Source: an optimization exercise on an open RTL-to-GDS flow (aim: small area). Production flows keep margins and buffers that such runs may drop. The RTL was checked by simulation tests, not by an equivalence proof against the original design. Power and IR drop assume default switching activity.

===== design.v =====
module UART_tx (
  input logic clk,
  input logic rst_n,          
  input logic trmt,           
  input logic [7:0] tx_data,  
  output reg tx_done,         
  output logic TX             
);
	logic [8:0] tx_shft_reg;
	logic [11:0] baud_cnt;
	logic [3:0] bit_cnt;
	logic init, transmitting, shift, set_done;
	typedef enum reg {IDLE, TRANS} state_t;
	state_t state, nxt_state;
	always_ff @(posedge clk, negedge rst_n) begin
		if (!rst_n)
			state <= IDLE;
		else
			state <= nxt_state;
	end
	always_comb begin
		init = 0;
		transmitting = 0;
		set_done = 0;
		case(state)
			TRANS: if (bit_cnt == 10) begin
				set_done = 1'b1;
				nxt_state = IDLE;
			end else begin
				transmitting = 1'b1;
				nxt_state = TRANS;
			end
			default: if (trmt) begin
				init = 1'b1;
				nxt_state = TRANS;
			end else begin
				nxt_state = IDLE;
			end
		endcase
	end
	always_ff @(posedge clk, negedge rst_n) begin
		if (!rst_n)
			tx_shft_reg <= 9'h1FF;
		else if (init)
			tx_shft_reg <= {tx_data, 1'b0};
		else if (shift)
			tx_shft_reg <= {1'b1,tx_shft_reg[8:1]};
	end
	assign TX = tx_shft_reg[0];
	always_ff @(posedge clk) begin
		if (init || shift)
			baud_cnt <= 12'h000;
		else if (transmitting)
			baud_cnt <= baud_cnt + 1;
	end
	assign shift = (baud_cnt == 12'hA2C) ? 1'b1 : 1'b0;
	always_ff @(posedge clk) begin
		if (init)
			bit_cnt <= 4'h0;
		else if (shift)
			bit_cnt <= bit_cnt + 1;
	end
	always_ff @(posedge clk, negedge rst_n) begin
		if (!rst_n)
			tx_done <= 1'b0;
		else if (set_done)
			tx_done <= 1'b1;
		else if (init)
			tx_done <= 1'b0;
	end
endmodule
module UART_rcv (
  input logic clk,
  input logic rst_n,    
  input logic RX,       
  input logic clr_rdy,  
  output logic rdy,     
  output logic [7:0] rx_data  
);
	logic init, receiving, shift, set_rdy;
	logic [8:0] rx_shift_reg;
	logic [11:0] baud_cnt;
	logic [3:0] bit_cnt;
	logic RX_q1, RX_q2;
	typedef enum reg {IDLE, REC} state_t;
	state_t state, nxt_state;
	always_ff @(posedge clk, negedge rst_n) begin
		if (!rst_n)
			state <= IDLE;
		else
			state <= nxt_state;
	end
	always_comb begin
		init = 0;
		receiving = 0;
		set_rdy = 0;
		nxt_state = state;
		case(state)
			REC: if (bit_cnt == 10) begin
				set_rdy = 1'b1;
				nxt_state = IDLE;
			end else begin
				receiving = 1'b1;
				nxt_state = REC;
			end
			default: if (RX_q2 == 0) begin
				init = 1'b1;
				nxt_state = REC;
			end else begin
				nxt_state = IDLE;
			end
		endcase
	end
	always_ff @(posedge clk, negedge rst_n) begin
		if (!rst_n) begin
			RX_q1 <= 1'b1;
			RX_q2 <= 1'b1;
		end else begin
			RX_q1 <= RX;
			RX_q2 <= RX_q1;
		end
	end;
	always_ff @(posedge clk, negedge rst_n) begin
		if (!rst_n) begin
			rx_shift_reg <= 8'hFF;
		end else if (shift) begin
			rx_shift_reg <= {RX_q2, rx_shift_reg[8:1]};
		end
	end
	assign rx_data = rx_shift_reg[7:0];
	always_ff @(posedge clk) begin
		if (init) begin
			baud_cnt <= 12'h516;
		end else if (shift) begin
			baud_cnt <= 12'hA2C;
		end else if (receiving) begin
			baud_cnt <= baud_cnt - 1;
		end
	end
	assign shift = (|baud_cnt == 0) ? 1'b1 : 1'b0;
	always_ff @(posedge clk) begin
		if (init) begin
			bit_cnt <= 4'h0;
		end else if (shift) begin
			bit_cnt <= bit_cnt + 1;
		end
	end
	always_ff @(posedge clk, negedge rst_n) begin
		if (!rst_n)
			rdy <= 1'b0;
		else if (set_rdy)
			rdy <= 1'b1;
		else if (init)
			rdy <= 1'b0;
		else if (clr_rdy)
			rdy <= 1'b0;
	end
endmodule
module UART(
  input wire clk,rst_n,           
  input wire RX,trmt,             
  input wire clr_rx_rdy,          
  input wire [7:0] tx_data,       
  output wire TX,rx_rdy,tx_done,  
  output wire [7:0] rx_data       
);
  UART_tx iTX(.clk(clk), .rst_n(rst_n), .TX(TX), .trmt(trmt),
          .tx_data(tx_data), .tx_done(tx_done));
  UART_rcv iRX(.clk(clk), .rst_n(rst_n), .RX(RX), .rdy(rx_rdy),
              .clr_rdy(clr_rx_rdy), .rx_data(rx_data));
endmodule
`default_nettype none
module UART_comm (
  input wire logic clk, rst_n,   
  input wire logic RX,           
  input wire logic send_resp,    
  input wire logic [7:0] resp,   
  input wire logic clr_cmd_rdy,  
  output wire logic TX,         
  output wire logic resp_sent,  
  output reg cmd_rdy,      
  output reg [7:0] cmd,    
  output reg [15:0] data   
);
  wire [7:0] rx_data;  
  wire rx_rdy;  
  reg clr_rx_rdy;  
  logic capture_high, capture_mid;
  logic clr_cmd_rdy_i, set_cmd_rdy;
  typedef enum reg [1:0] {HIGH, MID, LOW} state_t;
  state_t state, nxt_state;
  UART iUART(.clk(clk), .rst_n(rst_n), .RX(RX), .TX(TX), .tx_data(resp), .trmt(send_resp),
            .tx_done(resp_sent), .rx_data(rx_data), .rx_rdy(rx_rdy), .clr_rx_rdy(clr_rx_rdy));
  always_ff @(posedge clk, negedge rst_n) begin
    if (!rst_n)
      cmd <= 8'h00;
    else if (capture_high)
      cmd <= rx_data;
  end
  always_ff @(posedge clk, negedge rst_n) begin
    if (!rst_n)
      data[15:8] <= 8'h00;
    else if (capture_mid)
      data[15:8] <= rx_data;
  end
  assign data[7:0] = rx_data;
  always_ff @(posedge clk, negedge rst_n) begin
    if (!rst_n)
      cmd_rdy <= 1'b0;
    else if (clr_cmd_rdy)
      cmd_rdy <= 1'b0;
    else if (clr_cmd_rdy_i)
      cmd_rdy <= 1'b0;
    else if (set_cmd_rdy)
      cmd_rdy <= 1'b1;
  end
  always_ff @(posedge clk, negedge rst_n) begin
    if (!rst_n)
      state <= HIGH;
    else
      state <= nxt_state;
  end
  always_comb begin
    nxt_state = state;
    clr_cmd_rdy_i = 1'b0;
    set_cmd_rdy = 1'b0;
    capture_high = 1'b0;
    capture_mid = 1'b0;
    clr_rx_rdy = 1'b0;
    case (state)
      MID: if (rx_rdy) begin
        capture_mid = 1'b1;
        clr_rx_rdy = 1'b1;
        nxt_state = LOW;
      end else begin
        nxt_state = MID;
      end
      LOW: if (rx_rdy) begin
        set_cmd_rdy = 1'b1;
        clr_rx_rdy = 1'b1;
        nxt_state = HIGH;
      end else begin
        nxt_state = LOW;
      end
      default: if (rx_rdy) begin
        capture_high = 1'b1;
        clr_cmd_rdy_i = 1'b1;
        clr_rx_rdy = 1'b1;
        nxt_state = MID;
      end else begin
        nxt_state = HIGH;
      end
    endcase
  end
endmodule
module cmd_cfg
#(parameter FAST_SIM = 1)
(
  input wire clk, rst_n,   
  input wire cmd_rdy,      
  input wire [7:0] cmd,    
  input wire [15:0] data,  
  input wire cal_done,     
  output reg clr_cmd_rdy,                   
  output wire [7:0] resp,                   
  output reg send_resp,                     
  output reg [15:0] d_ptch, d_roll, d_yaw,  
  output reg [8:0] thrst,                   
  output reg strt_cal,                      
  output reg inertial_cal,                  
  output reg motors_off                     
);
  logic wptch, wroll, wyaw, wthrst, clr_tmr;
  logic tmr_full, mtrs_off, emer_cntrl;
  logic [25:0] tmr;
  localparam pos_ack = 8'hA5;
  localparam SET_PTCH = 8'h02;
  localparam SET_ROLL = 8'h03;
  localparam SET_YAW = 8'h04;
  localparam SET_THRST = 8'h05;
  localparam CALIBRATE = 8'h06;
  localparam EMER_LAND = 8'h07;
  localparam MTRS_OFF = 8'h08;
  typedef enum reg[1:0] {INTERP, WAIT_MTR_RAMP, WAIT_CAL_DONE, RESP} state_t;
  state_t state, nxt_state;
  always_ff @(posedge clk, negedge rst_n) begin
    if (!rst_n)
      d_ptch <= 16'h0000;
    else if (emer_cntrl)
      d_ptch <= 16'h0000;
    else if (wptch)
      d_ptch <= data;
  end
  always_ff @(posedge clk, negedge rst_n) begin
    if (!rst_n)
      d_roll <= 16'h0000;
    else if (emer_cntrl)
      d_roll <= 16'h0000;
    else if (wroll)
      d_roll <= data;
  end
  always_ff @(posedge clk, negedge rst_n) begin
    if (!rst_n)
      d_yaw <= 16'h0000;
    else if (emer_cntrl)
      d_yaw <= 16'h0000;
    else if (wyaw)
      d_yaw <= data;
  end
  always_ff @(posedge clk, negedge rst_n) begin
    if (!rst_n)
      thrst <= 9'h000;
    else if (emer_cntrl)
      thrst <= 9'h000;
    else if (wthrst)
      thrst <= data[8:0];
  end
  always_ff @(posedge clk, negedge rst_n) begin
    if (!rst_n)
      tmr <= 26'h0000000;
    else if (clr_tmr)
      tmr <= 26'h0000000;
    else
      tmr <= tmr + 1;
  end
  generate
    if (FAST_SIM) begin
      assign tmr_full = (tmr == 26'h00001FF) ? 1'b1 : 1'b0;
    end else begin
      assign tmr_full = (&tmr) ? 1'b1 : 1'b0;
    end
  endgenerate
  always_ff @(posedge clk, negedge rst_n) begin
    if (!rst_n)
      motors_off <= 1'b1;
    else if (mtrs_off)
      motors_off <= 1'b1;
    else if (inertial_cal)
      motors_off <= 1'b0;
  end
  assign resp = pos_ack;
  always_ff @(posedge clk, negedge rst_n) begin
    if (!rst_n)
      state <= INTERP;
    else
      state <= nxt_state;
  end
  always_comb begin
    wptch = 1'b0;
    wroll = 1'b0;
    wyaw = 1'b0;
    wthrst = 1'b0;
    inertial_cal = 1'b0;
    strt_cal = 1'b0;
    clr_tmr = 1'b0;
    send_resp = 1'b0;
    emer_cntrl = 1'b0;
    mtrs_off = 1'b0;
    clr_cmd_rdy = 1'b0;
    nxt_state = state;
    case(state)
      WAIT_MTR_RAMP: begin
        inertial_cal = 1'b1;
        if (tmr_full) begin
          inertial_cal = 1'b1;
          strt_cal = 1'b1;
          nxt_state = WAIT_CAL_DONE;
        end
      end
      WAIT_CAL_DONE: begin
        if (cal_done) begin
          nxt_state = RESP;
        end else begin
          inertial_cal = 1'b1;
        end
      end
      RESP: begin
        send_resp = 1'b1;
        nxt_state = INTERP;
      end
      default: begin
        if (cmd_rdy) begin
          case(cmd)
            SET_PTCH: begin
              wptch = 1'b1;
              clr_cmd_rdy = 1'b1;
              nxt_state = RESP;
            end
            SET_ROLL: begin
              wroll = 1'b1;
              clr_cmd_rdy = 1'b1;
              nxt_state = RESP;
            end
            SET_YAW: begin
              wyaw = 1'b1;
              clr_cmd_rdy = 1'b1;
              nxt_state = RESP;
            end
            SET_THRST: begin
              wthrst = 1'b1;
              clr_cmd_rdy = 1'b1;
              nxt_state = RESP;
            end
            CALIBRATE: begin
              inertial_cal = 1'b1;
              clr_tmr = 1'b1;
              clr_cmd_rdy = 1'b1;
              nxt_state = WAIT_MTR_RAMP;
            end
            EMER_LAND: begin
              emer_cntrl = 1'b1;
              clr_cmd_rdy = 1'b1;
              nxt_state = RESP;
            end
            default: begin
              mtrs_off = 1'b1;
              clr_cmd_rdy = 1'b1;
              nxt_state = RESP;
            end
          endcase
        end
      end
    endcase
  end
endmodule
module ESC_interface_pipeline (
  input wire clk,           
  input wire rst_n,         
  input wire wrt,           
  input wire [10:0] SPEED,  
  output reg PWM            
);
  wire [12:0] mult_rslt;
  wire [13:0] num_ticks;
  wire Rst, Set;
  reg [13:0] q1;
  logic [10:0] SPEED_ff;
  logic wrt_ff;
  always_ff @(posedge clk, negedge rst_n) begin
    if (!rst_n)
      SPEED_ff <= 11'h000;
    else
      SPEED_ff <= SPEED;
  end
  always_ff @(posedge clk, negedge rst_n) begin
    if (!rst_n)
      wrt_ff <= 1'b0;
    else
      wrt_ff <= wrt;
  end
  assign mult_rslt = SPEED_ff * 2'b11;
  assign num_ticks = mult_rslt + 13'h186a;
  always @(posedge clk, negedge rst_n) begin
    if (!rst_n)
      q1 <= 14'h0000;
    else if (wrt_ff)
      q1 <= num_ticks;
    else
      q1 <= q1 - 1'b1;
  end
  assign Rst = (~|(q1)) ? 1'b1 : 1'b0;
  assign Set = (wrt_ff) ? 1'b1 : 1'b0;
  always @(posedge clk, negedge rst_n) begin
    if (!rst_n)
      PWM <= 1'b0;
    else if (Rst)
      PWM <= 1'b0;
    else if (Set)
      PWM <= 1'b1;
  end
endmodule
module ESCs (
  input wire clk, rst_n,
  input wire [10:0] frnt_spd,  
  input wire [10:0] bck_spd,   
  input wire [10:0] lft_spd,   
  input wire [10:0] rght_spd,  
  input wire motors_off,  
  input wire wrt,         
  output wire frnt,  
  output wire bck,   
  output wire lft,   
  output wire rght   
);
  logic [10:0] frnt_cmd, bck_cmd, lft_cmd, rght_cmd;
  ESC_interface_pipeline frntESC(.clk(clk), .rst_n(rst_n), .wrt(wrt),
              .SPEED(frnt_cmd), .PWM(frnt));
  ESC_interface_pipeline bckESC(.clk(clk), .rst_n(rst_n), .wrt(wrt),
              .SPEED(bck_cmd), .PWM(bck));
  ESC_interface_pipeline lftESC(.clk(clk), .rst_n(rst_n), .wrt(wrt),
              .SPEED(lft_cmd), .PWM(lft));
  ESC_interface_pipeline rghtESC(.clk(clk), .rst_n(rst_n), .wrt(wrt),
              .SPEED(rght_cmd), .PWM(rght));
  assign frnt_cmd = (motors_off) ? 11'h000 : frnt_spd;
  assign bck_cmd = (motors_off) ? 11'h000 : bck_spd;
  assign lft_cmd = (motors_off) ? 11'h000 : lft_spd;
  assign rght_cmd = (motors_off) ? 11'h000 : rght_spd;
endmodule
module PD_math_pipeline (
  input wire clk,             
  input wire rst_n,           
  input wire vld,             
  input wire [15:0] desired,  
  input wire [15:0] actual,   
  output reg signed [11:0] dterm,  
  output reg signed [9 :0] pterm   
);
  localparam DTERM = 5'b00111;
  localparam D_QUEUE_DEPTH = 12;
  logic [16:0] err;
  logic [9:0] err_sat, D_diff;
  logic [6:0] D_diff_sat;
  reg [9:0] prev_err[0:D_QUEUE_DEPTH-1];
  logic [9:0] err_sat_half, err_sat_eighth;
  logic [6:0] D_diff_sat_ff;
  logic signed [9:0] pterm_ff;
  logic [9:0] err_sat_ff;
  genvar i;
  assign err = {actual[15],actual} - {desired[15],desired};
  assign err_sat = (err[16]) ?
            ((&err[15:9] == 0) ? 10'h200 : err[9:0]) :
            ((|err[15:9]) ? 10'h1ff : err[9:0]);
  always_ff @(posedge clk, negedge rst_n) begin
    if (!rst_n)
      err_sat_ff <= 10'h000;
    else
      err_sat_ff <= err_sat;
  end
  generate
    for (i = 0; i < D_QUEUE_DEPTH; i = i + 1) begin
      always_ff @(posedge clk, negedge rst_n) begin
        if (!rst_n)
          prev_err[i] <= 10'h000;
        else if (vld)
          if (i == 0) begin
            prev_err[0] <= err_sat;
          end else begin
            prev_err[i] <= prev_err[i-1];
          end
      end
    end
  endgenerate
  assign D_diff = err_sat_ff - prev_err[D_QUEUE_DEPTH-1];
  assign D_diff_sat = (D_diff[9]) ?
              ((&D_diff[8:6] == 0) ? 7'h40 : D_diff[6:0]) :
              ((|D_diff[8:6]) ? 7'h3f : D_diff[6:0]);
  always_ff @(posedge clk, negedge rst_n) begin
    if (!rst_n)
      D_diff_sat_ff <= 7'h00;
    else
      D_diff_sat_ff <= D_diff_sat;
  end
  assign dterm = $signed(D_diff_sat_ff) * $signed(DTERM);
  assign err_sat_half = {err_sat[9], err_sat[9:1]};
  assign err_sat_eighth = {err_sat[9], err_sat[9], err_sat[9], err_sat[9:3]};
  assign pterm_ff = err_sat_half + err_sat_eighth;
  always_ff @(posedge clk, negedge rst_n) begin
    if (!rst_n)
      pterm <= 10'h000;
    else
      pterm <= pterm_ff;
  end
endmodule
`default_nettype none
module flght_cntrl_pipeline(
  input wire clk,
  input wire rst_n,
  input wire vld,                                   
  input wire inertial_cal,                          
  input wire signed [15:0] d_ptch, d_roll, d_yaw,   
  input wire signed [15:0] ptch, roll, yaw,         
  input wire [8:0] thrst,                           
  output wire [10:0] frnt_spd,                      
  output wire [10:0] bck_spd,                       
  output wire [10:0] lft_spd,                       
  output wire [10:0] rght_spd                       
);
  wire [9:0] ptch_pterm, roll_pterm, yaw_pterm;
  wire [11:0] ptch_dterm, roll_dterm, yaw_dterm;
  wire [12:0] ptch_13_dterm, ptch_13_pterm, yaw_13_dterm, yaw_13_pterm;
  wire [12:0] roll_13_dterm, roll_13_pterm, thrst_13;
  wire [12:0] frnt_sum,bck_sum,lft_sum,rght_sum;
  wire [10:0] frnt_sat,bck_sat,lft_sat,rght_sat;
  localparam CAL_SPEED = 11'h290;		 
  localparam MIN_RUN_SPEED = 13'h2C0;	 
  localparam D_COEFF = 5'b00111;		 
  logic [12:0] frnt_sum_ff, bck_sum_ff, lft_sum_ff, rght_sum_ff;
  PD_math_pipeline iPTCH(.clk(clk),.rst_n(rst_n),.vld(vld),.desired(d_ptch),.actual(ptch),.pterm(ptch_pterm),.dterm(ptch_dterm));
  PD_math_pipeline iROLL(.clk(clk),.rst_n(rst_n),.vld(vld),.desired(d_roll),.actual(roll),.pterm(roll_pterm),.dterm(roll_dterm));
  PD_math_pipeline iYAW(.clk(clk),.rst_n(rst_n),.vld(vld),.desired(d_yaw),.actual(yaw),.pterm(yaw_pterm),.dterm(yaw_dterm));
  assign ptch_13_dterm = {ptch_dterm[11],ptch_dterm[11:0]};
  assign ptch_13_pterm = {{3{ptch_pterm[9]}},ptch_pterm[9:0]};
  assign roll_13_dterm = {roll_dterm[11],roll_dterm[11:0]};
  assign roll_13_pterm = {{3{roll_pterm[9]}},roll_pterm[9:0]};
  assign yaw_13_dterm = {yaw_dterm[11],yaw_dterm[11:0]};
  assign yaw_13_pterm = {{3{yaw_pterm[9]}},yaw_pterm[9:0]};
  assign thrst_13 = {4'b0000,thrst[8:0]};
  assign frnt_sum = MIN_RUN_SPEED + thrst_13 - ptch_13_pterm - ptch_13_dterm - yaw_13_pterm - yaw_13_dterm;
  assign bck_sum = MIN_RUN_SPEED + thrst_13 + ptch_13_pterm + ptch_13_dterm - yaw_13_pterm - yaw_13_dterm;
  assign lft_sum = MIN_RUN_SPEED + thrst_13 - roll_13_pterm - roll_13_dterm + yaw_13_pterm + yaw_13_dterm;
  assign rght_sum = MIN_RUN_SPEED + thrst_13 + roll_13_pterm + roll_13_dterm + yaw_13_pterm + yaw_13_dterm;
  always_ff @(posedge clk, negedge rst_n) begin
	if (!rst_n)
		frnt_sum_ff <= 11'h000;
	else
		frnt_sum_ff <= frnt_sum;
  end
  always_ff @(posedge clk, negedge rst_n) begin
	if (!rst_n)
		bck_sum_ff <= 11'h000;
	else
		bck_sum_ff <= bck_sum;
  end
  always_ff @(posedge clk, negedge rst_n) begin
	if (!rst_n)
		lft_sum_ff <= 11'h000;
	else
		lft_sum_ff <= lft_sum;
  end
  always_ff @(posedge clk, negedge rst_n) begin
	if (!rst_n)
		rght_sum_ff <= 11'h000;
	else
		rght_sum_ff <= rght_sum;
  end
  assign frnt_sat = (|frnt_sum_ff[12:11]) ? 11'h7ff : frnt_sum_ff[10:0];
  assign bck_sat = (|bck_sum_ff[12:11]) ? 11'h7ff : bck_sum_ff[10:0];
  assign lft_sat = (|lft_sum_ff[12:11]) ? 11'h7ff : lft_sum_ff[10:0];
  assign rght_sat = (|rght_sum_ff[12:11]) ? 11'h7ff : rght_sum_ff[10:0];
  assign frnt_spd = (inertial_cal) ? CAL_SPEED : frnt_sat;
  assign bck_spd = (inertial_cal) ? CAL_SPEED : bck_sat;
  assign lft_spd = (inertial_cal) ? CAL_SPEED : lft_sat;
  assign rght_spd = (inertial_cal) ? CAL_SPEED : rght_sat;
endmodule
`default_nettype none
module SPI_mnrch (
  input wire logic clk,     
  input wire logic rst_n,   
  output      logic SS_n,  
  output      logic SCLK,  
  output      logic MOSI,  
  input  wire logic MISO,  
  input  wire logic wrt,  
  input  wire logic [15:0] wt_data,  
  output      reg done,  
  output      logic [15:0] rd_data  
);
  logic [4:0] bit_cntr;
  logic init, ld_SCLK, shft, set_done, done16;
  logic [3:0] SCLK_div;
  logic [15:0] shft_reg;
  typedef enum reg[1:0] {IDLE, TRANS, TEARDOWN} state_t;
  state_t state, nxt_state;
  always_ff @(posedge clk) begin
    if (init) begin
      bit_cntr <= 5'b00000;
    end else if (shft) begin
      bit_cntr <= bit_cntr + 1;
    end
  end
  assign done16 = (bit_cntr[4]) ? 1'b1 : 1'b0;
  always_ff @(posedge clk, negedge rst_n) begin
    if (!rst_n) begin
      SCLK_div <= 4'b1011;
    end else if (ld_SCLK) begin
      SCLK_div <= 4'b1011;
    end else begin
      SCLK_div <= SCLK_div + 1;
    end
  end
  assign SCLK = SCLK_div[3];
  assign shft = (SCLK_div == 4'h9) ? 1'b1 : 1'b0;
  always_ff @(posedge clk) begin
    if (init) begin
      shft_reg <= wt_data;
    end else if (shft) begin
      shft_reg <= {shft_reg[14:0], MISO};
    end
  end
  assign MOSI = shft_reg[15];
  assign rd_data = shft_reg;
  always_ff @(posedge clk, negedge rst_n) begin
    if (!rst_n)
      state <= IDLE;
    else
      state <= nxt_state;
  end
  always_comb begin
    init = 1'b0;
    set_done = 1'b0;
    SS_n = 1'b0;
    ld_SCLK = 1'b0;
    nxt_state = state;
    case(state)
      TRANS: if (done16) begin
          nxt_state = TEARDOWN;
        end else begin
          nxt_state = TRANS;
        end
      TEARDOWN: if (&SCLK_div[3:1]) begin
          nxt_state = IDLE;
          SS_n = 1'b1;
          set_done = 1'b1;
        end else begin
          nxt_state = TEARDOWN;
        end
      default: begin
        SS_n = 1'b1;
        ld_SCLK = 1'b1;
        if (wrt) begin
          init = 1'b1;
          nxt_state = TRANS;
        end else begin
          nxt_state = IDLE;
        end
        end
    endcase
  end
  always_ff @(posedge clk, negedge rst_n) begin
    if (!rst_n) begin
      done <= 1'b0;
    end else if (init) begin
      done <= 1'b0;
    end else if (set_done) begin
      done <= 1'b1;
    end
  end
endmodule
module inertial_integrator(clk,rst_n,strt_cal,cal_done,vld,ptch_rt,roll_rt,yaw_rt,
                           ax,ay,ptch,roll,yaw);
parameter FAST_SIM = 1;		 
input wire clk, rst_n;
input wire strt_cal;						 
input wire vld;							 
input wire signed [15:0] ptch_rt, roll_rt, yaw_rt;		 
input wire signed [15:0] ax,ay;							 
output reg cal_done;				 
output reg signed [15:0] ptch, roll, yaw;
  reg [24:0] ptch_g_product, roll_g_product;	 
  reg [26:0] ptch_int_part1, roll_int_part1;
  reg signed [15:0] ptch_comp,roll_comp,yaw_comp;	 
  reg vld_ff1,vld_ff2;							 
  wire signed [15:0] ptch_g, roll_g;			 
  wire signed [26:0] fusion_ptch;				 
  wire signed [26:0] fusion_roll;				 
  logic clr_integrators;
  logic clr_smpl_cntr;
  logic en_smpl_cntr;
  logic compensate_offset;
  typedef enum reg[1:0] {IDLE,CALIBRATING,RUNNING} state_t;
  state_t state,nstate;
  reg signed [26:0] ptch_int,roll_int,yaw_int;		 
  reg signed [15:0] ptch_off,roll_off,yaw_off;		 
  reg [11:0] smpl_cntr;								 
  reg signed [19:0] ax_accum, ay_accum;				 
  reg signed [15:0] ax_avg, ay_avg;					 
  reg [3:0] avg_cntr;								 
  wire enough_smpls;		 
  always_ff @(posedge clk, negedge rst_n)
    if (!rst_n)
	   state <= IDLE;
	 else
	   state <= nstate;
  always_comb begin
	 cal_done = 0;
	 clr_integrators = 0;
	 clr_smpl_cntr = 0;
	 en_smpl_cntr = 0;
	 compensate_offset = 0;
	 nstate = IDLE;
	 case (state)
	   IDLE : begin
		  if (strt_cal) begin				 
		    clr_integrators = 1;			 
			clr_smpl_cntr = 1;				 
		    nstate = CALIBRATING;			 
		  end else
		    nstate = IDLE;
		end
		CALIBRATING : begin
		  en_smpl_cntr = vld;				 
		  if (enough_smpls) begin			 
		    cal_done = 1;
			clr_integrators = 1;
			nstate = RUNNING;
		  end else
			nstate = CALIBRATING;
		end
		default : begin		 
		  compensate_offset = 1;
		  if (strt_cal) begin				 
			 clr_smpl_cntr = 1;
			 nstate = CALIBRATING;
		  end else
		    nstate = RUNNING;
		end
	 endcase
  end
  always_ff @(posedge clk) begin
    ptch_comp <= (compensate_offset) ? ptch_rt-ptch_off : ptch_rt;
    roll_comp <= (compensate_offset) ? roll_rt-roll_off : roll_rt;
    yaw_comp <= (compensate_offset) ? yaw_rt-yaw_off : yaw_rt;
  end
  always @(posedge clk, negedge rst_n)
    if (!rst_n)
	  smpl_cntr <= 0;
	else if (clr_smpl_cntr)
	  smpl_cntr <= 0;
	else if (en_smpl_cntr)
	  smpl_cntr <= smpl_cntr + 1;
  generate if (FAST_SIM)
    assign enough_smpls = (smpl_cntr==12'h008) ? 1'b1 : 1'b0;
  else
    assign enough_smpls = (smpl_cntr==12'h800) ? 1'b1 : 1'b0;
  endgenerate	
  always_ff @(posedge clk) begin
    ptch_int_part1 <= ptch_int + fusion_ptch;
	roll_int_part1 <= roll_int + fusion_roll;
  end
  always_ff @(posedge clk, negedge rst_n)
    if (!rst_n) begin
	  vld_ff1 <= 1'b0;
	  vld_ff2 <= 1'b0;
	end else begin
      vld_ff1 <= vld;
	  vld_ff2 <= vld_ff1;
	end
  always @(posedge clk, negedge rst_n)
    if (!rst_n) begin
	  ptch_int <= 0;
	  roll_int <= 0;
	  yaw_int <= 0;
	end else if (clr_integrators) begin
	  ptch_int <= 0;
	  roll_int <= 0;
	  yaw_int <= 0;
	end else if (vld_ff2) begin
	  ptch_int <= ptch_int_part1 + {{11{ptch_comp[15]}},ptch_comp};
	  roll_int <= roll_int_part1 + {{11{roll_comp[15]}},roll_comp};
	  yaw_int  <= yaw_int + {{11{yaw_comp[15]}},yaw_comp};
	end
  always @(posedge clk, negedge rst_n)
    if (!rst_n) begin
	  ptch_off <= 16'h0000;
	  roll_off <= 16'h0000;
	  yaw_off <= 16'h0000;
	end else if (cal_done) begin
	  if (FAST_SIM) begin
		ptch_off <= ptch_int[18:3];
		roll_off <= roll_int[18:3];
		yaw_off <= yaw_int[18:3];
      end else begin
		ptch_off <= ptch_int[26:11];
		roll_off <= roll_int[26:11];
		yaw_off <= yaw_int[26:11];
	  end
	end
	always @(posedge clk, negedge rst_n)
	  if (!rst_n) begin
	    ax_accum <= 20'h00000;
		ay_accum <= 20'h00000;
	  end else if ((vld) && (&avg_cntr)) begin
	    ax_accum <= 20'h00000;
		ay_accum <= 20'h00000;
	  end else if (vld) begin
	    ax_accum <= ax_accum + {{4{ax[15]}},ax};
		ay_accum <= ay_accum + {{4{ay[15]}},ay};	  
	  end
	always @(posedge clk, negedge rst_n)
	  if (!rst_n)
	    avg_cntr <= 4'h0;
	  else if (vld)
	    avg_cntr <= avg_cntr + 1;
	always @(posedge clk, negedge rst_n)
	  if (!rst_n) begin 
	    ax_avg <= 16'h0000;
		ay_avg <= 16'h0000;
	  end else if ((vld) && (&avg_cntr)) begin
	    ax_avg <= ax_accum[19:4];
		ay_avg <= ay_accum[19:4];
	  end	 
	assign ptch = {{2{ptch_int[26]}},ptch_int[26:13]};
	assign roll = {{2{roll_int[26]}},roll_int[26:13]};
	assign yaw = {{2{yaw_int[26]}},yaw_int[26:13]};
	always_ff @(posedge clk) begin
	  ptch_g_product <= ay_avg*$signed(327);
	  roll_g_product <= -ax_avg*$signed(327);
	end
	assign ptch_g = {{4{ptch_g_product[24]}},ptch_g_product[24:13]};
	assign roll_g = {{4{roll_g_product[24]}},roll_g_product[24:13]};
	assign fusion_ptch = (!compensate_offset) ? 27'h0000000 :
	                     (ptch_g>$signed(ptch)) ? 27'h0000800 : 27'h7FFF800;
	assign fusion_roll = (!compensate_offset) ? 27'h0000000 :
	                     (roll_g>$signed(roll)) ? 27'h0000800 : 27'h7FFF800;
endmodule
module inert_intf
#(parameter FAST_SIM = 1)
(
  input wire clk, rst_n,  
  input wire MISO,        
  input wire INT,         
  input wire strt_cal,    
  output wire signed [15:0] ptch,roll,yaw,  
  output wire cal_done,                     
  output reg vld,                           
  output wire SS_n,SCLK,MOSI                
);
  logic INT_1, INT_2;
  logic done;
  logic [15:0] cnt;
  reg[15:0] ptch_reg, roll_reg, yaw_reg, ax_reg, ay_reg;
  logic cpt_ax_h, cpt_ax_l;
  logic cpt_ay_h, cpt_ay_l;
  logic cpt_ptch_h, cpt_ptch_l;
  logic cpt_roll_h, cpt_roll_l;
  logic cpt_yaw_h, cpt_yaw_l;
  logic wrt;
  logic [15:0] cmd, inert_data;
  wire signed [15:0] ptch_rt,roll_rt,yaw_rt;  
  wire signed [15:0] ax,ay;  
  SPI_mnrch iSPI(.clk(clk),.rst_n(rst_n),.SS_n(SS_n),.SCLK(SCLK),.MISO(MISO),.MOSI(MOSI),
                 .wrt(wrt),.done(done),.rd_data(inert_data),.wt_data(cmd));
  inertial_integrator #(FAST_SIM) iINT(.clk(clk), .rst_n(rst_n), .strt_cal(strt_cal), .cal_done(cal_done),
                                       .vld(vld), .ptch_rt(ptch_rt), .roll_rt(roll_rt), .yaw_rt(yaw_rt), .ax(ax),
                           .ay(ay), .ptch(ptch), .roll(roll), .yaw(yaw));
  always_ff @(posedge clk, negedge rst_n) begin
    if (!rst_n) begin
      INT_1 <= 1'b0;
      INT_2 <= 1'b0;
    end else begin
      INT_1 <= INT;
      INT_2 <= INT_1;
    end
  end
  always_ff @(posedge clk, negedge rst_n) begin
    if (!rst_n) begin
      cnt <= 16'h0000;
    end else begin
      cnt <= cnt + 1;
    end
  end
  always_ff @(posedge clk, negedge rst_n) begin
    if (!rst_n)
      ptch_reg <= 16'h00;
    else if (cpt_ptch_h)
      ptch_reg[15:8] <= inert_data[7:0];
    else if (cpt_ptch_l)
      ptch_reg[7:0] <= inert_data[7:0];
  end
  assign ptch_rt = ptch_reg;
  always_ff @(posedge clk, negedge rst_n) begin
    if (!rst_n)
      roll_reg <= 16'h00;
    else if (cpt_roll_h)
      roll_reg[15:8] <= inert_data[7:0];
    else if (cpt_roll_l)
      roll_reg[7:0] <= inert_data[7:0];
  end
  assign roll_rt = roll_reg;
  always_ff @(posedge clk, negedge rst_n) begin
    if (!rst_n)
      yaw_reg <= 16'h00;
    else if (cpt_yaw_h)
      yaw_reg[15:8] <= inert_data[7:0];
    else if (cpt_yaw_l)
      yaw_reg[7:0] <= inert_data[7:0];
  end
  assign yaw_rt = yaw_reg;
  always_ff @(posedge clk, negedge rst_n) begin
    if (!rst_n)
      ax_reg <= 16'h00;
    else if (cpt_ax_h)
      ax_reg[15:8] <= inert_data[7:0];
    else if (cpt_ax_l)
      ax_reg[7:0] <= inert_data[7:0];
  end
  assign ax = ax_reg;
  always_ff @(posedge clk, negedge rst_n) begin
    if (!rst_n)
      ay_reg <= 16'h00;
    else if (cpt_ay_h)
      ay_reg[15:8] <= inert_data[7:0];
    else if (cpt_ay_l)
      ay_reg[7:0] <= inert_data[7:0];
  end
  assign ay = ay_reg;
  typedef enum reg[3:0] {INIT1, INIT2, INIT3, INIT4, WAIT_DATA, PTCH_L, PTCH_H,
              ROLL_L, ROLL_H, YAW_L, YAW_H, AX_L, AX_H, AY_L, AY_H} state_t;
  state_t state, nxt_state;
  always_ff @(posedge clk, negedge rst_n) begin
    if (!rst_n)
      state <= INIT1;
    else
      state <= nxt_state;
  end
  always_comb begin
    cmd = 16'h0000;
    wrt = 1'b0;
    vld = 1'b0;
    cpt_ax_h = 1'b0;
    cpt_ax_l = 1'b0;
    cpt_ay_h = 1'b0;
    cpt_ay_l = 1'b0;
    cpt_ptch_h = 1'b0;
    cpt_ptch_l = 1'b0;
    cpt_roll_h = 1'b0;
    cpt_roll_l = 1'b0;
    cpt_yaw_h = 1'b0;
    cpt_yaw_l = 1'b0;
    nxt_state = state;
    case (state)
      INIT2: begin
        cmd = 16'h1062;
        if (done) begin
          wrt = 1'b1;
          nxt_state = INIT3;
        end
      end
      INIT3: begin
        cmd = 16'h1162;
        if (done) begin
          wrt = 1'b1;
          nxt_state = INIT4;
        end
      end
      INIT4: begin
        cmd = 16'h1460;
        if (done) begin
          wrt = 1'b1;
          nxt_state = WAIT_DATA;
        end
      end
      WAIT_DATA: begin
        if (INT_2) begin
          cmd = 16'hA200;
          wrt = 1'b1;
          nxt_state = PTCH_L;
        end
      end
      PTCH_L: begin
        cmd = 16'hA200;
        cpt_ptch_l = 1'b1;
        if (done) begin
          cmd = 16'hA300;
          wrt = 1'b1;
          nxt_state = PTCH_H;
        end
      end
      PTCH_H: begin
        cmd = 16'hA300;
        cpt_ptch_h = 1'b1;
        if (done) begin
          cmd = 16'hA400;
          wrt = 1'b1;
          nxt_state = ROLL_L;
        end
      end
      ROLL_L: begin
        cmd = 16'hA400;
        cpt_roll_l = 1'b1;
        if (done) begin
          cpt_roll_h = 1'b1;
          cmd = 16'hA500;
          wrt = 1'b1;
          nxt_state = ROLL_H;
        end
      end
      ROLL_H: begin
        cmd = 16'hA500;
        cpt_roll_h = 1'b1;
        if (done) begin
          cpt_yaw_l = 1'b1;
          cmd = 16'hA600;
          wrt = 1'b1;
          nxt_state = YAW_L;
        end
      end
      YAW_L: begin
        cmd = 16'hA600;
        cpt_yaw_l = 1'b1;
        if (done) begin
          cpt_yaw_h = 1'b1;
          cmd = 16'hA700;
          wrt = 1'b1;
          nxt_state = YAW_H;
        end
      end
      YAW_H: begin
        cmd = 16'hA700;
        cpt_yaw_h = 1'b1;
        if (done) begin
          cpt_ax_l = 1'b1;
          cmd = 16'hA800;
          wrt = 1'b1;
          nxt_state = AX_L;
        end
      end
      AX_L: begin
        cmd = 16'hA800;
        cpt_ax_l = 1'b1;
        if (done) begin
          cpt_ax_h = 1'b1;
          cmd = 16'hA900;
          wrt = 1'b1;
          nxt_state = AX_H;
        end
      end
      AX_H: begin
        cmd = 16'hA900;
        cpt_ax_h = 1'b1;
        if (done) begin
          cpt_ay_l = 1'b1;
          cmd = 16'hAA00;
          wrt = 1'b1;
          nxt_state = AY_L;
        end
      end
      AY_L: begin
        cmd = 16'hAA00;
        cpt_ay_l = 1'b1;
        if (done) begin
          cpt_ay_h = 1'b1;
          cmd = 16'hAB00;
          wrt = 1'b1;
          nxt_state = AY_H;
        end
      end
      AY_H: begin
        cmd = 16'hAB00;
        cpt_ay_h = 1'b1;
        if (done) begin
          vld = 1'b1;
          nxt_state = WAIT_DATA;
        end
      end
      default: begin
        cmd = 16'h0D02;
        if (&cnt) begin
          wrt = 1'b1;
          nxt_state = INIT2;
        end
      end
    endcase
  end
endmodule
module reset_synch (
  input logic RST_n,  
  input logic clk,    
  output reg rst_n    
);
	logic q1;
	always_ff @(negedge clk, negedge RST_n) begin
		if (!RST_n) begin
			q1 <= 1'b0;
			rst_n <= 1'b0;
		end else begin
			q1 <= 1'b1;
			rst_n <= q1;
		end
	end
endmodule
`default_nettype none
module QuadCopter(
  input wire clk,    
  input wire RST_n,  
  input wire RX,     
  input wire MISO,   
  input wire INT,    
  output wire SS_n,  
  output wire SCLK,  
  output wire MOSI,  
  output wire TX,    
  output wire FRNT,  
  output wire BCK,   
  output wire LFT,   
  output wire RGHT   
);
  wire cmd_rdy;          
  wire [7:0] cmd;        
  wire [15:0] data;      
  wire clr_cmd_rdy;      
  wire [7:0] resp;       
  wire send_resp;        
  wire resp_sent;        
  wire vld;                   
  wire signed [15:0] ptch;    
  wire signed [15:0] roll;    
  wire signed [15:0] yaw;     
  wire signed [15:0] d_ptch;  
  wire signed [15:0] d_roll;  
  wire signed [15:0] d_yaw;   
  wire [8:0] thrst;   
  wire rst_n;         
  wire strt_cal;      
  wire inertial_cal;  
  wire motors_off;    
  wire cal_done;      
  wire [10:0] frnt_spd;  
  wire [10:0] bck_spd;   
  wire [10:0] lft_spd;   
  wire [10:0] rght_spd;  
    localparam FAST_SIM = 1;  
  UART_comm iCOMM(
    .clk(clk),
    .rst_n(rst_n),
    .RX(RX),
    .TX(TX),
    .resp(resp),
    .send_resp(send_resp),
    .resp_sent(),
    .cmd_rdy(cmd_rdy),
    .cmd(cmd),
    .data(data),
    .clr_cmd_rdy(clr_cmd_rdy)
  );
  cmd_cfg #(FAST_SIM) iCMD(
    .clk(clk),
    .rst_n(rst_n),
    .cmd_rdy(cmd_rdy),
    .cmd(cmd),
    .data(data),
    .clr_cmd_rdy(clr_cmd_rdy),
    .resp(resp),
    .send_resp(send_resp),
    .d_ptch(d_ptch),
    .d_roll(d_roll),
    .d_yaw(d_yaw),
    .thrst(thrst),
    .strt_cal(strt_cal),
    .inertial_cal(inertial_cal),
    .motors_off(motors_off),
    .cal_done(cal_done)
  );
  inert_intf #(FAST_SIM) iNEMO(
    .clk(clk),
    .rst_n(rst_n),
    .ptch(ptch),
    .roll(roll),
    .yaw(yaw),
    .strt_cal(strt_cal),
    .cal_done(cal_done),
    .vld(vld),
    .SS_n(SS_n),
    .SCLK(SCLK),
    .MOSI(MOSI),
    .MISO(MISO),
    .INT(INT)
  );
  flght_cntrl_pipeline ifly(
    .clk(clk),
    .rst_n(rst_n),
    .vld(vld),
    .d_ptch(d_ptch),
    .d_roll(d_roll),
    .d_yaw(d_yaw),
    .ptch(ptch),
    .roll(roll),
    .yaw(yaw),
    .thrst(thrst),
    .inertial_cal(inertial_cal),
    .frnt_spd(frnt_spd),
    .bck_spd(bck_spd),
    .lft_spd(lft_spd),
    .rght_spd(rght_spd)
  );
  ESCs iESC (
    .clk(clk),
    .rst_n(rst_n),
    .frnt_spd(frnt_spd),
    .bck_spd(bck_spd),
    .lft_spd(lft_spd),
    .rght_spd(rght_spd),
    .wrt(vld),
    .motors_off(motors_off),
    .frnt(FRNT),
    .bck(BCK),
    .lft(LFT),
    .rght(RGHT)
  );
  reset_synch iRST (.clk(clk), .RST_n(RST_n), .rst_n(rst_n));
endmodule

===== run.sh =====
#!/bin/bash
# synth_recipe.tcl (not shown) runs the flow's synth.tcl, then flattens the netlist and writes it again
# the make line also repeats each setting of config.mk as NAME=value (left out here)
make -C /OpenROAD-flow-scripts/flow DESIGN_CONFIG=/design/flow/config.mk WORK_HOME=/design/flow/orfs CLKGATE_MAP_FILE= SYNTH_SCRIPT=/design/flow/synth_recipe.tcl finish

===== config.mk =====
export PLATFORM = sky130hd
export DESIGN_NAME = QuadCopter
export DESIGN_NICKNAME = QuadCopter
export VERILOG_FILES = /design/flow/design.v
export SDC_FILE = /design/flow/constraint.sdc
export NUM_CORES = 4
export LEC_CHECK = 0
export CAP_MARGIN = 20
export CORE_MARGIN = 2
export CORE_UTILIZATION = 40
export SLEW_MARGIN = 20

===== constraint.sdc =====
create_clock -name core_clock -period 10.0 [get_ports {clk}]
set_input_delay 2.0000 -clock core_clock [delete_from_list [all_inputs] [get_ports {clk}]]
set_output_delay 2.0000 -clock core_clock [all_outputs]
set_load 0.01 [all_outputs]

==> summary.md, run 1 <==
| Metric | Value |
|---|---|
| Run status | `complete, no violations` |
| Clk pin slew, worst setup/hold paths | `roughly 0.050 ns` |
| Setup_tns | `0 ns` |
| Worst-path fanout max | `137` |
| Leakage | `41.05 nW` |
| Pre-antenna DRT Iters | `8` |
| Worst hold path class | `flop to flop` |
| Clk buf depth | `3` |
| Post-route ant nets | `0` |
| Layout area overhead | `10.13%` |
| Worst vdd ir | `~160 uV` |
| Reg2Reg Setup Slack | `between 3 and 4 ns` |
| Crit start category | `flop` |
| R2r endpoint | `iESC.rghtESC.wrt_ff` |
| Worst slew margin | `28.02%` |
| Drt initial violations | `2694` |
| Skew-Pair Late Insertion Delay | `between 0.7 and 0.8 ns` |
| Setup Buffers After CTS | `0` |
| # setup viols final | `0` |
| Fill cells | `17596` |
| Grt ovf | `0` |
| Mapped Nets | `between 8000 and 9000` |
| WHS Endpoint | `iRST.rst_n` |
| RD Place Congestion | `0.8827` |
| Arr. time, crit path | `between 7 and 8 ns` |
| RSZ-0062 raised after global routing | `false` |
| Vias in the first global route | `a little over 50000` |
| Skew final | `around 0.11 ns` |
| Max cap viols | `0` |
| Top post-synthesis cells by area | `dfrtp_1 (35%), ha_1 (12%), nand2_1 (7.0%)` |
| Initial core utilization | `40.21%` |
| H-tree depth | `4` |
| Die height | `433.0 um` |
| Remaining DRCs | `0` |
| Post-synth EDFFs | `16` |
| Endpoint class of the critical path | `async pin` |
| CTS tree | `built` |
| Die area | `187500 sq um` |
| Syn_area_per_cell | `approximately 9.6 sq um` |
| First-pass GRT wire length | `263100 um` |
| Worst hold path depth | `0` |
| Layout cells sized above 1 | `6.773%` |
| Io pins | `13` |
| Worst reg2reg path startpoint | `iRST.rst_n` |
| Slew at the pin closest to its max-slew limit | `1.080 ns` |
| Flops & latches, synth | `1232` |
| Critical Path RT | `10.70 ns` |
| WS Path Type | `flop to async pin` |
| Routed wire length | `157700 um` |
| Worst-path cell chain | `buf_4 > buf_12` |
| Vias per std cell | `4.978` |
| Cells after Synth | `7632` |
| Cell area after synthesis | `73630 sq um` |
| DPL Wire Length | `113900 um` |
| CP max stage cell | `dfrtn_1` |
| WHS | `0.2999 ns` |
| PD cells | `132.9 nW/um^2` |
| Number of distinct library cells after synthesis | `108` |
| Synth top area share | `34.97%` |
| Resized Gates After CTS | `0` |
| Sequential area share after synthesis | `between 40 and 50%` |
| Largest registers | `ifly.iPTCH.prev_err (120), ifly.iROLL.prev_err (120), ifly.iYAW.prev_err (120)` |
| Number of I/O port buffers | `12` |
| Worst r2r path cells | `2` |
| Hold path startpoint | `iRST.q1` |
| Largest net degree at the start of global routing | `~240` |
| Initial antenna violation count | `3` |
| Pins Over Slew Limit | `0` |
| Hold Vio Cnt, Final | `0` |
| Share of flip-flops with an asynchronous set or reset | `85.47%` |
| Clock root cell | `clkbuf_16` |
| Die X | `433.0 um` |
| Global-route usage over all layers | `17.07%` |
| Synth warn | `17` |
| # rows | `157` |
| Final nets | `8591` |
| Inserted Clock Buffers | `140` |
| TritonCTS Sinks | `1232` |
| Total core area | `183100 sq um` |
| Synth area leader | `dfrtp_1` |
| CTS Hold Buffers Added | `0` |
| CP peak stage delay | `0.83 ns` |
| WL/cell | `roughly 15 um` |
| Vias | `about 50000` |
| Main synth FF type | `dfrtp_1` |
-- critical path, delay by kind of cell (launching register included) --
family   cells  cell delay (ns)
flops        1             0.83
buf+inv      2             0.82
-- report_power, final --
part	total [mW]	switching, mW	internal (mW)
sequential	5.12	0.0548	5.06
clock	5.04	2.13	2.92
combinational	0.618	0.380	0.238
-- cell usage in the layout, fill, tap and decap left out, types with 34 or more instances in the layout --
| cell type | synthesis | final |
|---|---|---|
| nand2_1 | 1364 | 1364 |
| dfrtp_1 | 1029 | 1026 |
| inv_1 | 799 | 799 |
| ha_1 | 709 | 709 |
| nor2_1 | 447 | 445 |
| xnor2_1 | 334 | 334 |
| a21oi_1 | 334 | 334 |
| o21ai_0 | 315 | 315 |
| fa_1 | 255 | 255 |
| dfxtp_1 | 163 | 163 |
| xor2_1 | 159 | 159 |
| mux2_2 | 157 | 157 |
| clkbuf_16 | 0 | 143 |
| a21o_1 | 131 | 131 |
| o21a_1 | 99 | 99 |
| mux2i_1 | 98 | 98 |
| nor3_1 | 96 | 95 |
| nand3_1 | 90 | 88 |
| nor2b_1 | 66 | 66 |
| or3_1 | 55 | 55 |
| o21bai_1 | 55 | 55 |
| clkbuf_1 | 180 | 46 |
| nand2b_1 | 45 | 45 |
| o31ai_1 | 45 | 45 |
| a211oi_1 | 40 | 40 |
| nor4_1 | 37 | 37 |
| a22o_1 | 36 | 36 |
| buf_4 | 2 | 35 |
| and3_1 | 34 | 34 |
-- cell families (layout without fill, tap and decap cells) --
| group | count (synthesis) | count (layout) | share of synthesized area (%) |
|---|---|---|---|
| buffers and inverters | 1014 | 1119 | 5.198 |
| other | 1 | 2 | 0.005093 |
| adders and majority gates | 964 | 964 | 18.98 |
| AOI/OAI and AO/OA | 1294 | 1294 | 11.33 |
| muxes | 255 | 255 | 3.734 |
| DFF | 1232 | 1232 | 40.91 |
| and+or+nand+nor | 2376 | 2376 | 13.91 |
| xor gates and xnor gates | 496 | 496 | 5.931 |
-- area by class of cell --
type / count / area, sq um / share of cell area [%]
diodes: 1 / 2.502 / 0.003086
repair buffers: 58 / 594.3 / 0.7330
clock buffers: 216 / 4123 / 5.085
multi-input cells: 5386 / 39720 / 48.99
clock inverters: 41 / 404.1 / 0.4984
flip-flops and latches: 1232 / 30130 / 37.16
well taps: 2464 / 3083 / 3.802
inverters: 804 / 3025 / 3.731
-- routing by layer --
layer / up-vias / GRT usage, % / share of wire [%]
met2: 547 / 28.23 / 47
met3: 221 / 2.380 / 2.9
met4: 0 / 4.838 / 2.4
met1: 24646 / 23.32 / 48
met5: - / 0 / 0
li1: 25375 / - / -
-- cells in the mapped netlist, types with 21 or more instances --
| master | n |
|---|---|
| nand2_1 | 1364 |
| dfrtp_1 | 1029 |
| inv_1 | 799 |
| ha_1 | 709 |
| nor2_1 | 447 |
| a21oi_1 | 334 |
| xnor2_1 | 334 |
| o21ai_0 | 315 |
| fa_1 | 255 |
| clkbuf_1 | 180 |
| dfxtp_1 | 163 |
| xor2_1 | 159 |
| mux2_2 | 157 |
| a21o_1 | 131 |
| o21a_1 | 99 |
| mux2i_1 | 98 |
| nor3_1 | 96 |
| nand3_1 | 90 |
| nor2b_1 | 66 |
| o21bai_1 | 55 |
| or3_1 | 55 |
| nand2b_1 | 45 |
| o31ai_1 | 45 |
| a211oi_1 | 40 |
| nor4_1 | 37 |
| a22o_1 | 36 |
| and3_1 | 34 |
| nand4_1 | 33 |
| a31oi_1 | 29 |
| a21boi_0 | 27 |
| or2_2 | 24 |
| dfstp_2 | 22 |
| and2_1 | 21 |
-- stage by stage --
step | power (mW) | instances | setup slack [ns] | util [%] | instance area [sq um]
after floorplan | 5.688 | 7632 | -26.63 | - | 73630
after global placement | 5.825 | 9943 | 2.784 | 41.81 | 76540
after detailed placement | 5.840 | 9944 | 2.770 | 41.81 | 76550
after CTS | 10.95 | 10201 | 3.109 | 44.29 | 81080
after global routing | 11.25 | 10202 | 2.906 | 44.29 | 81080
final | 10.78 | 10202 | 3.144 | 44.29 | 81080
-- how the worst max path moves through the flow --
stage	startpoint	to	cells after the start
3_5_place_dp	RST_n	iRST.rst_n	1
4_1_cts	iRST.rst_n	iCOMM.iUART.iTX.state	2
2_1_floorplan	iRST.rst_n	iCMD.d_ptch[0]	0
6_report	iRST.rst_n	iESC.rghtESC.wrt_ff	2
3_3_place_gp	RST_n	iRST.rst_n	1
5_1_grt	iNEMO.iINT.ax_avg[2]	iNEMO.iINT.roll_g_product[24]	19
==> run 2: changes to the inputs <==
--- a/config.mk
+++ b/config.mk
@@ -6,4 +6,5 @@
 export NUM_CORES = 4
 export LEC_CHECK = 0
+export ABC_AREA = 1
 export CAP_MARGIN = 20
 export CORE_MARGIN = 2
==> summary.md, run 2 <==
| Metric | Value |
|---|---|
| Run status | `complete, no violations` |
| # setup viols final | `0` |
| Grt ovf | `0` |
| Drt initial violations | `~3800` |
| Pins Over Slew Limit | `0` |
| Arr. time, crit path | `approximately 7.7 ns` |
| Clk buf depth | `3` |
| CTS tree | `built` |
| Post-Place Cells | `around 12000` |
| Initial antenna violation count | `2` |
| Setup Buffers After CTS | `0` |
| DPL Wire Length | `138700 um` |
| Die height | `442.4 um` |
| Placed standard-cell area | `between 70000 and 80000 sq um` |
| Crit start category | `flop` |
| Inserted Clock Buffers | `138` |
| Worst vdd ir | `121.9 uV` |
| Layout area overhead | `9.917%` |
| Final nets | `10353` |
| RSZ-0062 raised after global routing | `false` |
| Remaining DRCs | `0` |
| Worst hold path class | `flop to flop` |
| Initial core utilization | `between 40% and 50%` |
| Die X | `442.4 um` |
| Worst slew margin | `between 20 and 30%` |
| Max cap viols | `0` |
| Simple-gate portion of the synthesized area | `18.91%` |
| Syn_area_per_cell | `8.191 sq um` |
| Resized Gates After CTS | `0` |
| Post-Synth XOR/XNOR Area | `3.954%` |
| Skew final | `0.08260 ns` |
| Post-synth EDFFs | `16` |
| Final WS setup | `3.005 ns` |
| Vias in the first global route | `58830` |
| Worst-path cell chain | `buf_12 > buf_12` |
| Hold Vio Cnt, Final | `0` |
| Skew-Pair Late Insertion Delay | `0.80 ns` |
| WS Path Type | `flop to async pin` |
| Bufs and invs on worst path | `2` |
| Final Non-Filler Cells | `around 12000` |
| Most common cell after layout, fill and taps aside | `nand2_1` |
| Final non-filler cell area | `84490 sq um` |
| Die area | `195700 sq um` |
| Endpoint class of the critical path | `async pin` |
| Setup_tns | `0 ns` |
| Routed wire length | `182000 um` |
| Post-route ant nets | `0` |
| Cell with the most instances after synthesis | `nand2_1` |
| WL/cell | `15.16 um` |
| CP peak stage delay | `roughly 0.8 ns` |
| Flops & latches, synth | `1232` |
| Share of flip-flops with an asynchronous set or reset | `85.47%` |
| Leakage | `44.57 nW` |
| Largest registers | `ifly.iPTCH.prev_err (120), ifly.iROLL.prev_err (120), ifly.iYAW.prev_err (120)` |
| TritonCTS Sinks | `1232` |
| Fill cells | `18872` |
| Synth top area share | `about a third` |
| Cells after Synth | `about 9400` |
| Pre-antenna DRT Iters | `8` |
| Clk pwr share | `50.1%` |
| Io pins | `13` |
| Seq pwr share | `48.4%` |
| Top post-synthesis cells by area | `dfrtp_1 (34%), nand2_1 (12%), ha_1 (12%)` |
| Sequential area share after synthesis | `39.19%` |
| CTS Hold Buffers Added | `0` |
| Clk pin slew, worst setup/hold paths | `around 0.06 ns` |
| Number of I/O port buffers | `12` |
| First-pass GRT wire length | `301300 um` |
| Layout cells sized above 1 | `between 3 and 4%` |
| PD cells | `122.8 nW/um^2` |
| RD Place Congestion | `0.9183` |
| Psw | `2.343 mW` |
| Vias | `between 50000 and 60000` |
| Mapped Nets | `slightly above 10000` |
| Synth top cells by count | `nand2_1 (2368), inv_1 (1420), dfrtp_1 (1029)` |
| H-tree depth | `4` |
| Synth area leader | `dfrtp_1` |
| Total core area | `190600 sq um` |
| Delay-heaviest family, CP | `buffers and inverters` |
| Global-route usage over all layers | `18.57%` |
| Combinational share of power | `1.5%` |
| Final core occ | `44.33%` |
| Largest net degree at the start of global routing | `181` |
| Slew at the pin closest to its max-slew limit | `~1.1 ns` |
| Vias per std cell | `between 4 and 5` |
| Clock root cell | `clkbuf_16` |
| Number of distinct library cells after synthesis | `66` |
| Most frequent cells in the layout | `nand2_1 (2367), inv_1 (1418), dfrtp_1 (1028), o21ai_0 (782), ha_1 (709)` |
| CP max stage cell | `dfrtn_1` |
| Post-Place Setup Slack | `2.773 ns` |
| Switching Fraction | `between 20% and 30%` |
| Most frequent CP cell | `buf_12` |
| Int Power | `8.033 mW` |
| Post-synthesis compound-gate area fraction | `a little under an eighth` |
| Largest family of logic cells by synthesized area | `simple AND/OR/NAND/NOR gates` |
| # rows | `160` |
| Worst-path fanout max | `180` |
| Post-synthesis adder-cell area fraction | `18.18%` |
| Critical Path RT | `10.75 ns` |
| Synth warn | `17` |
| Cell area after synthesis | `76860 sq um` |
| Post-synthesis mux area share | `0.06674%` |
| Main synth FF type | `dfrtp_1` |
[run 2: changes by cell type after synthesis, sizes merged, moves of 76 or more]
cell	previous run	this run
nand3	90	319
inv	802	1428
o21ai	337	787
mux2i	98	4
o21a	99	23
nand4	34	122
xnor2	335	124
a21oi	344	581
nand2	1365	2371
mux2	157	1
a21o	131	49
[run 2: per-layer routing]
metal  track usage [%]  wire length [um]  up-vias
li1                  -                 -    30257
met4             5.208              4402        0
met1             25.15             86030    28172
met3             2.142              5455      229
met2             31.32             86130      783
met5                 0                 0        -
[run 2: cell families (layout without fill, tap and decap cells)]
group,Yosys count,count (layout)
other cells,1,2
buf+inv,1623,1737
compound gates,1659,1659
fa+ha+maj,964,964
flops,1232,1232
simple gates,3553,3553
xor+xnor,347,347
mux,5,5
[run 2: final timing paths]
path	from	to	slack [ns]	depth (start not counted)
setup / recovery	iRST.rst_n	ifly.iROLL.pterm[3]	3.01	2
hold / removal	iRST.q1	iRST.rst_n	0.30	0
setup reg to reg	iRST.rst_n	ifly.iROLL.pterm[3]	3.01	2
hold reg to reg	iRST.q1	iRST.rst_n	0.30	0
max in group core_clock	ifly.iYAW.D_diff_sat_ff[0]	ifly.bck_sum_ff[12]	3.82	20
min in group asynchronous	iRST.rst_n	iNEMO.iINT.ptch_off[15]	5.67	1
[run 2: power groups by stage]
stage	Sequential, mW	Combinational [mW]	Clock (mW)
6_report	5.02	0.153	5.20
3_3_place_gp	5.11	0.157	0
3_5_place_dp	5.11	0.162	0
4_1_cts	5.02	0.162	5.34
5_1_grt	5.02	0.185	5.55
2_1_floorplan	5.18	0.0503	0
[run 2: final cells by class]
class	instances	area (sq um)	area share, %
diodes	1	2.502	0.002962
clock buffers	195	3837	4.542
clock inverters	59	864.6	1.023
inverters	1431	5379	6.367
multi-input cells	6529	40610	48.07
flip-flops and latches	1232	30120	35.65
well taps	2511	3142	3.719
repair buffers	52	526.8	0.6235
[run 2: through the flow]
| stage | power [mW] | hold slack [ns] |
|---|---|---|
| 2_1_floorplan | 5.228 | 0.2917 |
| 3_3_place_gp | 5.271 | 0.3022 |
| 3_5_place_dp | 5.276 | 0.3055 |
| 4_1_cts | 10.53 | 0.3054 |
| 5_1_grt | 10.76 | 0.3215 |
| 6_report | 10.38 | 0.3002 |
